Background: an optimization exercise with open tools, aiming at small area. Do not read the settings as production practice.
RTL that was checked went through simulation tests only; none was proved equivalent to the original.
Power figures rest on the tool's default switching activity, not on a simulated workload.

==> inputs of v4 <==
## i2c_ahb_bridge
module i2c_ahb_bridge (
    input  wire        clk_i,
    input  wire        rst_ni,
    input  wire        scl_i,
    input  wire        sda_i,
    output wire        sda_oe_o,
    output wire        sda_o,
    output wire        rw_flag_o,
    output wire        wr_vld_o,
    output wire [ 7:0] wr_data_o,
    output wire        rd_vld_o,
    output wire [ 7:0] rd_data_o,
    input  wire [31:0] HRDATA,
    input  wire        HREADYOUT,
    input  wire        HRESP,
    output wire [31:0] HWDATA,
    output wire [31:0] HADDR,
    output wire [25:0] HADDR_26b,
    output wire [ 2:0] HBURST,
    output wire [ 2:0] HSIZE,
    output wire        HWRITE,
    output wire [ 1:0] HTRANS,
    output wire        HMASTLOCK,
    output wire [ 3:0] HPROT,
    output wire        HREADY,
    output wire        HSEL
);
clock: 10.0 ns
lec_check: 0
cap_margin: 20
core_margin: 2
core_utilization: 40
cts_buf_list: sky130_fd_sc_hd__clkbuf_2 sky130_fd_sc_hd__clkbuf_4 sky130_fd_sc_hd__clkbuf_8
cts_cluster_size: 20
slew_margin: 20
run.sh (not shown) runs the stock make flow with config.mk's settings and CLKGATE_MAP_FILE= SYNTH_SCRIPT=/design/flow/synth_recipe.tcl, a recipe that flattens the netlist after the stock synthesis.
==> v3 (differences from v4) <==
--- a/flow/config.mk
+++ b/flow/config.mk
@@ -10,4 +10,3 @@
 export CORE_UTILIZATION = 40
-export CTS_BUF_LIST = sky130_fd_sc_hd__clkbuf_2 sky130_fd_sc_hd__clkbuf_4 sky130_fd_sc_hd__clkbuf_8
-export CTS_CLUSTER_SIZE = 20
+export CTS_BUF_LIST = sky130_fd_sc_hd__clkbuf_4
 export SLEW_MARGIN = 20
==> v22 (differences from v4) <==
--- a/flow/config.mk
+++ b/flow/config.mk
@@ -10,4 +10,2 @@
 export CORE_UTILIZATION = 40
-export CTS_BUF_LIST = sky130_fd_sc_hd__clkbuf_2 sky130_fd_sc_hd__clkbuf_4 sky130_fd_sc_hd__clkbuf_8
-export CTS_CLUSTER_SIZE = 20
 export SLEW_MARGIN = 20
==> summary of the runs <==
- The lowest via count belongs to v22, the highest to v3.
- In v3 the clock skew is higher than in v22, by 0.043 ns.
- Sequential power is about the same in v22 and v3.
- Synthesized cell count is the same in v4 and v3.
- Final cell count: v3 is higher than v4 (about 3%).
- Non-clock buffer count: v4 < v22 < v3.
- Area after synthesis is the same in v3 and v22.
- In register-to-register slack, v4 and v22 hardly differ.
- In flip-flop and latch count, v3 and v4 do not differ.
- Of v3 and v22, v22 has the higher hold slack (gap 0.0022 ns).

========
==> inputs of run Y <==
i2c_ahb_bridge, a different RTL version from the one above (not shown whole).
Settings: LEC_CHECK=0, CAP_MARGIN=20, CORE_MARGIN=2, CORE_UTILIZATION=40, SLEW_MARGIN=20; clock period 10.0 ns.
standard.sh (not shown) runs the stock make flow with config.mk's settings and CLKGATE_MAP_FILE= SYNTH_SCRIPT=/design/flow/synth_recipe.tcl, a recipe that flattens the netlist after the stock synthesis.
==> flow/flow/run.sh <==
#!/bin/bash
# The standard layout (standard.sh) with these changes:
#  - synthesis is ORFS's (synth_recipe.tcl, same coarse synthesis, flip-flop
#    mapping, flattening and renaming, so the same registers), but its ABC step
#    uses the area-oriented script flow/abc_area.script and full adders are not
#    extracted (ADDER_MAP_FILE empty): only the combinational gates change;
#  - ports are buffered with sky130_fd_sc_hd__buf_1, the smallest buffer;
#  - clock tree synthesis clusters up to 16 flip-flops within 60 um under one
#    sky130_fd_sc_hd__clkbuf_8 and inserts no dummy loads.
# ORFS writes each step's log under orfs/logs/; make's output goes to
# synth.log and flow.log.
set -euo pipefail
here=$(pwd)
rm -rf "$here/synth_scripts"
cp -r "$FLOW_HOME/scripts" "$here/synth_scripts"
cp "$here/flow/abc_area.script" "$here/synth_scripts/abc_area.script"
bash standard.sh synth ABC_AREA=1 ADDER_MAP_FILE= SCRIPTS_DIR="$here/synth_scripts" > synth.log 2>&1
export BUFFER_PORTS_ARGS="-buffer_cell sky130_fd_sc_hd__buf_1"
export CTS_ARGS="-sink_clustering_enable -sink_clustering_size 18 -sink_clustering_max_diameter 60 -repair_clock_nets -dont_use_dummy_load -buf_list sky130_fd_sc_hd__clkbuf_8"
bash standard.sh > flow.log 2>&1
==> flow/flow/abc_area.script <==
strash
&get -n
&fraig -x
&put
scorr
dc2
strash
dc2
strash
&get -n
&dch -f
&nf -R 1000 -p -C 32 -F 8 -A 4
&put
==> run R: changes against run Y <==
--- a/flow/design.v
+++ b/flow/design.v
@@ -9,17 +9,16 @@
     output reg         sda_o,
     output reg         rw_flag_o,
     output wire        wr_vld_o,
     output reg  [ 7:0] wr_data_o,
     output reg         rd_vld_o,
     output reg  [ 7:0] rd_data_o,
-    output reg  [31:0] ahb_waddr_o,   
-    output wire [31:0] ahb_raddr_o,
+    output reg  [31:0] ahb_waddr_o,
+    output reg  [31:0] ahb_raddr_o,
     output reg         r_valid_o,
-    output reg  [31:0] ahb_wdata_o,   
-    output reg         w_loaded_o,    
+    output reg  [31:0] ahb_wdata_o,
     input  wire [31:0] ahb_rdata_i
 );
     localparam [7:0] WR_CTRL_WORD = {DEVICE_ADDR, 1'b0};
     localparam [7:0] RD_CTRL_WORD = {DEVICE_ADDR, 1'b1};
     localparam [2:0] IDLE    = 3'b000,
                      START   = 3'b001,
@@ -38,40 +37,12 @@
     reg  [ 3:0] RW_Addr;
     reg  [ 7:0] data_buf;
     reg  [ 7:0] mem [15:0];
     reg  [ 1:0] r_scl, r_sda;
     reg         prev_7, prev_b;   
     reg  [31:0] ahb_rdata_i_prev;
-    wire [11:0] sclk_c;
-    wire [11:0] dlow_c;
-    wire [ 4:0] bit_c;
-    wire [ 4:0] addr_c4;
-    wire [10:0] sclk_inc;
-    wire [10:0] dlow_inc;
-    wire [ 3:0] bit_inc;
-    wire [ 3:0] addr_inc;
-    assign sclk_c[0] = 1'b1;
-    assign dlow_c[0] = 1'b1;
-    assign bit_c[0] = 1'b1;
-    assign addr_c4[0] = 1'b1;
-    genvar g;
-    generate
-        for (g = 0; g < 11; g = g + 1) begin : g_inc11
-            assign sclk_inc[g]   = cnt_sclk[g] ^ sclk_c[g];
-            assign sclk_c[g+1]   = cnt_sclk[g] & sclk_c[g];
-            assign dlow_inc[g]   = cnt_dlow[g] ^ dlow_c[g];
-            assign dlow_c[g+1]   = cnt_dlow[g] & dlow_c[g];
-        end
-        for (g = 0; g < 4; g = g + 1) begin : g_inc4
-            assign bit_inc[g]    = cnt_bit[g] ^ bit_c[g];
-            assign bit_c[g+1]    = cnt_bit[g] & bit_c[g];
-            assign addr_inc[g]   = RW_Addr[g] ^ addr_c4[g];
-            assign addr_c4[g+1]  = RW_Addr[g] & addr_c4[g];
-        end
-    endgenerate
-    wire sclk_ge50 = (|cnt_sclk[10:6]) | (cnt_sclk[5] & cnt_sclk[4] & (cnt_sclk[3] | cnt_sclk[2] | cnt_sclk[1]));
     wire scl_neg = r_scl == 2'b10;
     wire scl_pos = r_scl == 2'b01;
     wire sda_neg = r_sda == 2'b10;
     wire sda_pos = r_sda == 2'b01;
     wire s_idle   = state == IDLE;
     wire s_start  = state == START;
@@ -110,31 +81,31 @@
             RW_ADDR: if (byte_end) state_n = WR_DAT;
             WR_DAT: begin
                 if (scl_i && sda_neg) state_n = START;
                 else if (scl_i && sda_pos) state_n = STOP;
             end
             RD_DAT:  if (cnt8 && scl_i && sda_i) state_n = STOP;
-            STOP:    if (scl_i && sda_i && sclk_ge50) state_n = IDLE;
+            STOP:    if (scl_i && sda_i && cnt_sclk >= 11'd50) state_n = IDLE;
             default: state_n = IDLE;
         endcase
     end
     always @(posedge clk_i or negedge rst_ni) begin
         if (!rst_ni) rw_flag_o <= 1'b0;
         else rw_flag_o <= s_rd;
     end
     always @(posedge clk_i) begin
         if (s_clr || s_rd || (s_count && scl_pos)) cnt_sclk <= 11'd0;
-        else if (s_stop || (s_count && scl_i)) cnt_sclk <= sclk_inc;
+        else if (s_stop || (s_count && scl_i)) cnt_sclk <= cnt_sclk + 11'd1;
         if (s_clr || scl_pos) cnt_dlow <= 11'd0;
-        else if (scl_i && !sda_i) cnt_dlow <= dlow_inc;
+        else if (scl_i && !sda_i) cnt_dlow <= cnt_dlow + 11'd1;
         if (s_idle) bit_buf <= 1'b0;
         else if (s_count && !(scl_neg && (cnt7 || cnt8))) bit_buf <= cnt_dlow == 11'd0;
         if (scl_pos) samp_flag <= 2'd0;
-        else if (cnt_sclk != 11'd0 && !scl_i && samp_flag != 2'd3) samp_flag <= {samp_flag[1] ^ samp_flag[0], ~samp_flag[0]};
+        else if (cnt_sclk != 11'd0 && !scl_i && samp_flag != 2'd3) samp_flag <= samp_flag + 2'd1;
         if (!s_byte) cnt_bit <= 4'd0;
-        else if (scl_neg) cnt_bit <= cnt8 ? 4'd0 : bit_inc;
+        else if (scl_neg) cnt_bit <= cnt8 ? 4'd0 : cnt_bit + 4'd1;
         if (s_rd) data_buf <= mem[RW_Addr];
         else if (s_count && scl_neg && !cnt_bit[3]) data_buf <= {data_buf[6:0], bit_buf};
     end
     always @(posedge clk_i or negedge rst_ni) begin
         if (!rst_ni) begin
             sda_o     <= 1'b0;
@@ -158,23 +129,23 @@
                     sda_o    <= 1'b0;
                     sda_oe_o <= s_jug & is_rd;
                 end
             end
             if (s_rwaddr && byte_end) RW_Addr <= data_buf[3:0];
             if (s_wr && byte_end) begin
-                RW_Addr   <= addr_inc;
+                RW_Addr   <= RW_Addr + 4'd1;
                 wr_data_o <= data_buf;
             end
             if (s_rd) begin
                 rd_data_o <= data_buf;
                 if (ack_neg) begin
                     sda_oe_o <= 1'b0;
                     sda_o    <= 1'b0;
                 end else if (byte_end) begin
                     sda_oe_o <= 1'b1;
-                    RW_Addr  <= addr_inc;
+                    RW_Addr  <= RW_Addr + 4'd1;
                     rd_vld_o <= 1'b1;
                 end else if (!scl_i && !cnt_bit[3]) begin
                     sda_oe_o <= 1'b1;
                     sda_o    <= data_buf[~cnt_bit[2:0]];
                 end else begin
                     rd_vld_o <= 1'b0;
@@ -190,33 +161,35 @@
     always @(posedge clk_i) begin
         for (i = 0; i < 16; i = i + 1) begin
             if (mem_wr && RW_Addr == i) mem[i] <= data_buf;
             else if (ahb_load && i >= 12) mem[i] <= ahb_rdata_i[8*(i-12) +: 8];
         end
     end
-    assign ahb_raddr_o = {mem[8], mem[9], mem[10], mem[11]};
     wire req_w = prev_7 & (RW_Addr == 4'h8);
     wire req_r = prev_b & addr_c;
     wire track = ~req_w & ~(addr_c & (rdata_diff | prev_b));
-    always @(posedge clk_i) if (track) ahb_rdata_i_prev <= ahb_rdata_i;
-    always @(posedge clk_i) begin
-        if (req_w) begin
-            ahb_waddr_o <= {mem[0], mem[1], mem[2], mem[3]};
-            ahb_wdata_o <= {mem[4], mem[5], mem[6], mem[7]};
-        end
-    end
     always @(posedge clk_i or negedge rst_ni) begin
         if (!rst_ni) begin
+            ahb_waddr_o      <= 32'h0;
+            ahb_raddr_o      <= 32'h0;
             r_valid_o        <= 1'b0;
-            w_loaded_o       <= 1'b0;
+            ahb_wdata_o      <= 32'h0;
+            ahb_rdata_i_prev <= 32'h0;
             prev_7           <= 1'b0;
             prev_b           <= 1'b0;
         end else begin
-            if (req_w) w_loaded_o <= 1'b1;
-            if (req_r && !rdata_diff) r_valid_o <= 1'b1;
+            if (req_w) begin
+                ahb_waddr_o <= {mem[0], mem[1], mem[2], mem[3]};
+                ahb_wdata_o <= {mem[4], mem[5], mem[6], mem[7]};
+            end
+            if (req_r && !rdata_diff) begin
+                r_valid_o   <= 1'b1;
+                ahb_raddr_o <= {mem[8], mem[9], mem[10], mem[11]};
+            end
             if (track) begin
+                ahb_rdata_i_prev <= ahb_rdata_i;
                 prev_7    <= RW_Addr == 4'h7;
                 prev_b    <= RW_Addr == 4'hb;
                 r_valid_o <= 1'b0;
             end
         end
     end
@@ -239,22 +212,21 @@
     output wire        HREADY,
     output wire        HSEL,
     input  wire [31:0] ahb_waddr_i,
     input  wire [31:0] ahb_raddr_i,
     input  wire        r_valid_i,
     input  wire [31:0] ahb_wdata_i,
-    input  wire        w_loaded_i,   
     output wire [31:0] ahb_rdata_o
 );
     reg [31:0] haddr;    
     reg [31:0] hwdata;   
     reg [31:0] r_data;
     reg        a_ph;     
     reg        d_ph;     
     reg        rd;       
-    wire [31:0] addr = r_valid_i ? ahb_raddr_i : (w_loaded_i ? ahb_waddr_i : 32'h0);
+    wire [31:0] addr = r_valid_i ? ahb_raddr_i : ahb_waddr_i;
     genvar i;
     generate
         for (i = 0; i < 32; i = i + 1) begin : g_rev
             assign HADDR[i]  = haddr[i];
             assign HWDATA[i] = hwdata[i];
             assign ahb_rdata_o[i] = r_data[i];
@@ -282,13 +254,13 @@
         end else begin
             a_ph <= idle & HREADYOUT;
             d_ph <= a_ph | (d_ph & rd & ~HREADYOUT);
             rd   <= rd ? (a_ph | ~HREADYOUT) : (idle & HREADYOUT & r_valid_i);
             if (a_ph)
                 for (k = 0; k < 32; k = k + 1) haddr[k] <= addr[31-k];
-            if (d_ph & ~rd & w_loaded_i)
+            if (d_ph & ~rd)
                 for (k = 0; k < 32; k = k + 1) hwdata[k] <= ahb_wdata_i[31-k];
             if (d_ph & rd & HREADYOUT)
                 for (k = 0; k < 32; k = k + 1) r_data[k] <= HRDATA[31-k];
         end
     end
 endmodule
@@ -319,13 +291,12 @@
     output wire        HREADY,
     output wire        HSEL
 );
     wire [31:0] ahb_waddr;
     wire [31:0] ahb_raddr;
     wire r_valid;
-    wire w_loaded;
     wire [31:0] ahb_wdata;
     wire [31:0] ahb_rdata;
     soft_i2c_slave_ahb #(
         .DEVICE_ADDR(7'h66)
     ) u_soft_i2c_slave_ahb (
         .clk_i      (clk_i),
@@ -340,13 +311,12 @@
         .rd_vld_o   (rd_vld_o),
         .rd_data_o  (rd_data_o),
         .ahb_waddr_o(ahb_waddr),
         .ahb_raddr_o(ahb_raddr),
         .r_valid_o  (r_valid),
         .ahb_wdata_o(ahb_wdata),
-        .w_loaded_o (w_loaded),
         .ahb_rdata_i(ahb_rdata)
     );
     AHB_master_wrapper u_AHB_master_wrapper (
         .HCLK       (clk_i),
         .HRESETN    (rst_ni),
         .HRDATA     (HRDATA),
@@ -364,10 +334,9 @@
         .HREADY     (HREADY),
         .HSEL       (HSEL),
         .ahb_waddr_i(ahb_waddr),
         .ahb_raddr_i(ahb_raddr),
         .r_valid_i  (r_valid),
         .ahb_wdata_i(ahb_wdata),
-        .w_loaded_i (w_loaded),
         .ahb_rdata_o(ahb_rdata)
     );
 endmodule
==> flow/run.sh (new file) <==
#!/bin/bash
# synth_recipe.tcl (not shown) runs the flow's synth.tcl, then flattens the netlist and writes it again
# the make line also repeats each setting of config.mk as NAME=value (left out here)
make -C /OpenROAD-flow-scripts/flow DESIGN_CONFIG=/design/flow/config.mk WORK_HOME=/design/flow/orfs CLKGATE_MAP_FILE= SYNTH_SCRIPT=/design/flow/synth_recipe.tcl finish
removed: flow/flow/run.sh
removed: flow/flow/abc_area.script
removed: flow/standard.sh
==> run B: changes against run Y <==
--- a/flow/flow/run.sh
+++ b/flow/flow/run.sh
@@ -13,8 +13,8 @@
 here=$(pwd)
 rm -rf "$here/synth_scripts"
 cp -r "$FLOW_HOME/scripts" "$here/synth_scripts"
 cp "$here/flow/abc_area.script" "$here/synth_scripts/abc_area.script"
 bash standard.sh synth ABC_AREA=1 ADDER_MAP_FILE= SCRIPTS_DIR="$here/synth_scripts" > synth.log 2>&1
 export BUFFER_PORTS_ARGS="-buffer_cell sky130_fd_sc_hd__buf_1"
-export CTS_ARGS="-sink_clustering_enable -sink_clustering_size 18 -sink_clustering_max_diameter 60 -repair_clock_nets -dont_use_dummy_load -buf_list sky130_fd_sc_hd__clkbuf_8"
+export CTS_ARGS="-sink_clustering_enable -sink_clustering_size 10 -sink_clustering_max_diameter 50 -repair_clock_nets -dont_use_dummy_load -buf_list sky130_fd_sc_hd__clkbuf_4"
 bash standard.sh > flow.log 2>&1
==> comparison <==
In synthesized cell count, run Y and run B do not differ.
First-iteration DRC count: run R < run B < run Y.
The lowest power belongs to run B, the highest to run R.
Worst hold slack: run B < run Y < run R.
Sequential share of layout area, lowest first: run R, run Y, run B.
The highest maximum frequency belongs to run B, the lowest to run Y.
Of run R and run B, run R has the higher area after synthesis (gap 19%, measured against run B).
For run R, only the layout was checked, not whether the RTL still works.

==> separate check: timing with driven ports <==
Ports are ideal in the flow. The routed layouts listed here were re-timed in OpenROAD. Step 1 assumes that a clkbuf_16 drives the clock port and a buf_2 every other input. Step 2 moves the port delays by t, midway between the first and last clock arrival at a register: inputs arrive t later, outputs are due t later. That takes back most of the time a late clock gives input paths. a / b / c = ideal ports / drivers / drivers and shift; a / b = the first two.
| run | t, ns | slack for setup (ns) | latest minus earliest clock arrival (ns) |
|---|---|---|---|
| v4 | 0.700 | 6.251 / 6.201 / 5.734 | 0.030 / 0.030 |
| v3 | 0.911 | 6.045 / 5.991 / 5.725 | 0.060 / 0.060 |
| v22 | 0.643 | 6.323 / 6.268 / 5.712 | 0.018 / 0.017 |
| run Y | 0.668 | 6.329 / 6.334 / 5.666 | 0.057 / 0.057 |
| run R | 0.622 | 6.386 / 6.331 / 5.880 | 0.030 / 0.030 |
| run B | 0.787 | 6.413 / 6.411 / 5.623 | 0.107 / 0.107 |
After both steps every run listed still meets setup and hold. The setup slack of run B, which loses most, moves by -0.002 ns with the drivers and by -0.790 ns with both steps.
